This design comes from an exercise in tuning for small area, a short achievable clock period and few clock cycles per item on the open sky130 flow, not from production work. Only simulation tests tie the RTL to the original design; equivalence was not proved.

==> willow: inputs <==
// divSqrtRecodedFloat64
module divSqrtRecodedFloat64(input clk, input reset,
    output io_inReady_div,
    output io_inReady_sqrt,
    input  io_inValid,
    input  io_sqrtOp,
    input [64:0] io_a,
    input [64:0] io_b,
    input [1:0] io_roundingMode,
    output io_outValid_div,
    output io_outValid_sqrt,
    output[64:0] io_out,
    output[4:0] io_exceptionFlags
);
Settings: LEC_CHECK=0, CAP_MARGIN=20, CORE_MARGIN=2, CORE_UTILIZATION=45, PLACE_DENSITY=0.6, SLEW_MARGIN=20; clock period 10.5 ns.
run.sh (not shown) runs the stock make flow with config.mk's settings and CLKGATE_MAP_FILE= SYNTH_SCRIPT=/design/flow/synth_recipe.tcl, a recipe that flattens the netlist after the stock synthesis.
==> lagoon: changes against willow <==
Settings changed: SETUP_SLACK_MARGIN set to 5.
==> harbor: changes against willow <==
--- a/flow/design.v
+++ b/flow/design.v
@@ -17,15 +17,17 @@
                    S_ROUND = 4'd3,
                    S_NORM  = 4'd4,
                    S_DONE  = 4'd5,
                    S_SQA   = 4'd6,    
                    S_SQM   = 4'd7,    
                    S_SQR   = 4'd10,   
                    S_SQT   = 4'd8,    
-                   S_SQF   = 4'd9;    
+                   S_SQF   = 4'd9,    
+                   S_PRE   = 4'd11,   
+                   S_SQP   = 4'd12;   
   reg  [3:0]  state;
   reg         rdy, vdiv, vsqrt;
   reg         sqrtOp, sign;
   reg  [1:0]  rm;
   reg         normal, nanOut, infOut;
   reg  [4:0]  flags;
   reg  [57:0] R;       
@@ -40,15 +42,16 @@
   reg  [57:0] XR;      
   reg  [45:0] Z;       
   reg  [32:0] S1;      
   reg  [16:0] ER1;     
   reg  [1:0]  sb10;    
   reg  [8:0]  nA, nB, r0;
   reg  [9:0]  hiSq;
-  reg  [20:0] pns;
+  reg  [24:0] c9;      
+  reg         rinc, rinx, rsub, pq52, pq53;    
   reg         aph;     
   reg  [18:0] plo;
   reg  [6:0]  phi;
   assign io_inReady_div   = rdy;
   assign io_inReady_sqrt  = rdy;
   assign io_outValid_div  = vdiv;
   assign io_outValid_sqrt = vsqrt;
@@ -107,45 +110,32 @@
   wire [5:0]  rem_d = d_big ? (q ? 6'd53 : 6'd54) : d[5:0];
   wire        rbit   = Q[0];
   wire        lsb    = Q[1];
   wire        sticky = |R[54:0];
   wire        inexact = rbit | sticky;
   wire        magUp  = (rm == 2'd3 & ~sign) | (rm == 2'd2 & sign);
   wire        inc    = (rm == 2'd0) ? (rbit & (sticky | lsb)) : (magUp & inexact);
-  wire [53:0] Qr     = {1'b0, Q[53:1]} + {53'd0, inc};
-  wire        sub    = X[13] | (X[12:0] < 13'd1026);
-  wire [13:0] Ef     = X + {13'd0, Qr[53]};
+  wire [53:0] Qr     = {1'b0, Q[53:1]} + {53'd0, rinc};
+  wire        sub    = rsub;
+  wire [13:0] Ef     = X + {13'd0, pq53};
   wire        ovf    = ~sub & ~Ef[13] & (Ef[12:0] >= 13'd3072);
   wire        e0 = EB[0];
   wire [1:0]  pc = {EB[0], XR[51]};
   reg  [8:0]  k2;
   reg  [9:0]  ck1;
   reg  [12:0] ck0;
   always @(*) begin
     case (pc)
       2'd0: begin k2 = 9'h1c8; ck1 = 10'h2f;  ck0 = 13'h1a;   end
       2'd1: begin k2 = 9'h0c1; ck1 = 10'h1df; ck0 = 13'hbca;  end
       2'd2: begin k2 = 9'h143; ck1 = 10'h14d; ck0 = 13'h12d3; end
       default: begin k2 = 9'h089; ck1 = 10'h27e; ck0 = 13'h1b17; end
     endcase
   end
-  reg  [24:0] c9;
-  always @(*) begin
-    case (cnt[2:0])
-      3'd7: c9 = {5'd0, ck1, 10'd0};
-      3'd6: c9 = {5'd0, 1'b1, ck0, 6'h3f};
-      3'd5: c9 = 25'h40000 + {6'd0, r0, 10'd0};
-      3'd4: c9 = hiSq[9] ? {4'd0, XR[46:26] + 21'h400} : 25'h400;
-      3'd1: c9 = {r0, 16'd0};
-      default: c9 = {4'd0, pns};
-    endcase
-  end
-  wire [8:0]  a9 = (cnt[2:0] == 3'd7) ? k2 : nA;
-  wire [8:0]  b9 = (cnt[2:0] == 3'd7) ? XR[50:42] : nB;
-  wire [18:0] lo9 = a9 * b9 + {1'b0, c9[17:0]};
+  wire [18:0] lo9 = nA * nB + {1'b0, c9[17:0]};
   wire [6:0]  hi9 = phi + {6'd0, plo[18]};
   wire [24:0] o9 = {hi9, plo[17:0]};
   wire [24:0] no9 = ~o9;
   wire [25:0] sq9 = e0 ? {o9, 1'b0} : {1'b0, o9};
   wire [8:0]  r0v = o9[19] ? no9[18:10] : 9'd0;
   wire [8:0]  zs0 = o9[11] ? no9[10:2] : 9'd0;
   wire [15:0] r1v = {1'b1, o9[24:10]};
@@ -159,15 +149,15 @@
   wire        sq_trueLtX = ~isNeg & ~isZero;
   wire        sq_inexact = ~isZero | ~extraT;
   wire        sq_magUp = (rm == 2'd3);
   wire        sq_rne = (rm == 2'd0);
   wire        sq_sel = (~sq_magUp & ~sq_rne & extraT & ~sq_trueLtX)
                      | (sq_magUp & extraT & ~sq_trueLtX & ~isZero)
                      | (sq_rne & (extraT | ~sq_trueLtX));
-  wire [53:0] sigY = {1'b0, XR[53:1]} + {52'd0, sq_magUp & sq_sel, sq_magUp ^ sq_sel};
+  wire [53:0] sigY = {1'b0, XR[53:1]} + {52'd0, sq_magUp & rinc, sq_magUp ^ rinc};
   always @(posedge clk) begin
     if (reset) begin
       state <= S_IDLE;
       rdy   <= 1'b1;
       vdiv  <= 1'b0;
       vsqrt <= 1'b0;
     end else begin
@@ -187,24 +177,27 @@
             state <= S_DONE;
             rdy   <= 1'b1;
             vdiv  <= ~sqrtOp;
             vsqrt <= sqrtOp;
           end else if (sqrtOp) begin
             state <= S_SQA;
           end else if (d_neg || (~d_big && d[5:0] == 6'd0)) begin
-            state <= S_ROUND;
+            state <= S_PRE;
           end else begin
             state <= S_ITER;
           end
         end
         S_ITER: begin
-          if (cnt == 6'd1) state <= S_ROUND;
+          if (cnt == 6'd1) state <= S_PRE;
+        end
+        S_PRE: begin
+          state <= S_ROUND;
         end
         S_ROUND: begin
-          if (~ovf & sub & ~Qr[52]) begin
+          if (~ovf & sub & ~pq52) begin
             state <= S_NORM;
           end else begin
             state <= S_DONE;
             rdy   <= 1'b1;
             vdiv  <= 1'b1;
           end
         end
@@ -215,22 +208,25 @@
             vdiv  <= 1'b1;
           end
         end
         S_SQA: begin
           if (aph && cnt[2:0] == 3'd1) state <= S_SQT;
         end
         S_SQM: begin
-          if (cnt == 6'd1) state <= (sop == 4'd9) ? S_SQF : S_SQR;
+          if (cnt == 6'd1) state <= (sop == 4'd9) ? S_SQP : S_SQR;
         end
         S_SQR: begin
           state <= S_SQT;
         end
         S_SQT: begin
           if (sop != 4'd5) state <= S_SQM;
         end
+        S_SQP: begin
+          state <= S_SQF;
+        end
         S_SQF: begin
           state <= S_DONE;
           rdy   <= 1'b1;
           vsqrt <= 1'b1;
         end
         default: begin
           state <= S_IDLE;
@@ -261,14 +257,17 @@
       end
       S_FIRST: begin
         if (~normal) begin
           X <= nanOut ? 14'h0e00 : infOut ? 14'h0c00 : 14'h0000;
         end else if (sqrtOp) begin
           cnt <= 6'd7;
           aph <= 1'b0;
+          nA  <= k2;
+          nB  <= XR[50:42];
+          c9  <= {5'd0, ck1, 10'd0};
         end else if (d_neg) begin
           X   <= Epre;
         end else begin
           R   <= R_step;
           Q   <= Q_step;
           X   <= q ? EpreP : Epre;
           cnt <= rem_d;
@@ -277,16 +276,16 @@
       S_ITER: begin
         R   <= R_step;
         Q   <= Q_step;
         cnt <= cnt - 6'd1;
       end
       S_ROUND: begin
         flags[2] <= ovf;
-        flags[1] <= sub & inexact;
-        flags[0] <= inexact | ovf;
+        flags[1] <= sub & rinx;
+        flags[0] <= rinx | ovf;
         if (ovf) begin
           if (rm == 2'd0 | magUp) begin
             X <= 14'h0c00;
           end else begin
             X <= 14'h0bff;
             Q <= {56{1'b1}};
           end
@@ -312,20 +311,38 @@
         aph <= ~aph;
         if (~aph) begin
           plo <= lo9;
           phi <= c9[24:18];
         end else begin
         cnt <= cnt - 6'd1;
         case (cnt[2:0])
-          3'd7: begin nA <= no9[19:11]; nB <= XR[50:42]; end
-          3'd6: begin r0 <= r0v; nA <= r0v; nB <= r0v; end
-          3'd5: begin hiSq <= sq9[19:10]; nA <= XR[52:44]; nB <= sq9[9:1]; end
-          3'd4: begin pns <= o9[20:0]; nA <= XR[43:35]; nB <= hiSq[8:0]; end
-          3'd3: begin pns <= o9[24:9] ; nA <= XR[52:44]; end
-          3'd2: begin nA <= zs0; nB <= {1'b1, r0[8:1]}; end
+          3'd7: begin
+            nA <= no9[19:11];
+            c9 <= {5'd0, 1'b1, ck0, 6'h3f};
+          end
+          3'd6: begin
+            r0 <= r0v; nA <= r0v; nB <= r0v;
+            c9 <= 25'h40000 + {6'd0, r0v, 10'd0};
+          end
+          3'd5: begin
+            hiSq <= sq9[19:10]; nA <= XR[52:44]; nB <= sq9[9:1];
+            c9 <= sq9[19] ? {4'd0, XR[46:26] + 21'h400} : 25'h400;
+          end
+          3'd4: begin
+            nA <= XR[43:35]; nB <= hiSq[8:0];
+            c9 <= {4'd0, o9[20:0]};
+          end
+          3'd3: begin
+            nA <= XR[52:44];
+            c9 <= {9'd0, o9[24:9]};
+          end
+          3'd2: begin
+            nA <= zs0; nB <= {1'b1, r0[8:1]};
+            c9 <= {r0, 16'd0};
+          end
           default: begin
             ER1 <= e0 ? {r1v, 1'b0} : {1'b0, r1v};
             sop <= 4'd0;
           end
         endcase
         end
       end
@@ -393,16 +410,27 @@
             XR <= {4'd0, sum[57:4]};
             S <= ~sum[57:4];
             Q <= {2'b00, ~sum[57:4]};
             cnt <= 6'd7;
           end
         endcase
       end
+      S_PRE: begin
+        rinc <= inc;
+        rinx <= inexact;
+        rsub <= X[13] | (X[12:0] < 13'd1026);
+        pq52 <= Q[53] ^ (inc & (&Q[52:1]));
+        pq53 <= inc & (&Q[53:1]);
+      end
+      S_SQP: begin
+        rinc <= sq_sel;
+        rinx <= sq_inexact;
+      end
       S_SQF: begin
-        flags[0] <= sq_inexact;
+        flags[0] <= rinx;
         X <= X + {13'd0, sigY[53]};
         Q <= {4'd0, sigY[51:0]};
       end
       default: ;
     endcase
   end
 endmodule
Settings changed: SETUP_SLACK_MARGIN set to 5.
==> comparison table <==
item                                                                         lagoon          willow          harbor
Result of the run                                                    finished clean  finished clean  finished clean
Worst setup slack for register-to-register paths                            4010 ps         1650 ps         4910 ps
Crit path depth                                                                  29              27              24
Detailed-router iteration count before antenna repair                            13              15              15
Proportion of synthesized area in mux cells                                   1.79%           1.79%          0.900%
Share of final-layout standard cells stronger than drive strength 1           14.7%           6.37%           9.27%
Initial antenna violation count                                                  25              18              14
Portion of the layout cell area used by clock cells                           3.33%           3.63%           3.65%
Count of non-filler cells in the finished layout                               8228            7955            7987
Per-cell routed wire length                                                 34.0 um         32.3 um         32.8 um
Number of filler cells placed in the layout                                   11200           11800           11700
Routed via count                                                              55900           52600           53400
Share of the synthesized netlist area taken by xor and xnor gates             3.42%           3.42%           3.81%
Setup Skew                                                                  42.5 ps         29.0 ps         57.0 ps
Area added between synthesis and finish                                       20.3%           10.4%           14.2%
Testbench counts of willow, summed over its fixed seeds: cycles 193,994, items 3,200.
Testbench counts of lagoon, summed over its fixed seeds: cycles 193,994, items 3,200.
Testbench counts of harbor, summed over its fixed seeds: cycles 197,117, items 3,200.

## separate check: timing with driven ports
In the flow no input, the clock included, has a driving cell. The finished layouts below were timed again as built, in two steps.
Step 1, drivers: a clkbuf_16 drives clk and a buf_2 each remaining input, both assumed.
Step 2 times the ports against the registers' clock, not the clock port: input delays grow and output delays shrink by t, the midpoint of the rising clock arrivals with the driver on.
Three values: ideal, step 1, step 2; two values: the first two.
| run | t (ns) | setup slack, ns | worst hold slack (ns) | slew at the worst register clock pin (ns) | cell pins on the clock port's net |
|---|---|---|---|---|---|
| willow | 0.735 | 1.653 / 1.653 / 1.653 | 0.590 / 0.590 / 0.590 | 0.07 / 0.07 | 1 |
| lagoon | 0.735 | 4.013 / 4.013 / 4.013 | 0.587 / 0.587 / 0.587 | 0.07 / 0.07 | 1 |
| harbor | 0.718 | 4.911 / 4.911 / 4.731 | 0.418 / 0.418 / 0.418 | 0.07 / 0.07 | 1 |
After both steps every run listed still meets setup and hold. The setup slack of harbor, which loses most, moves by 0.000 ns with the drivers and by -0.180 ns with both steps.
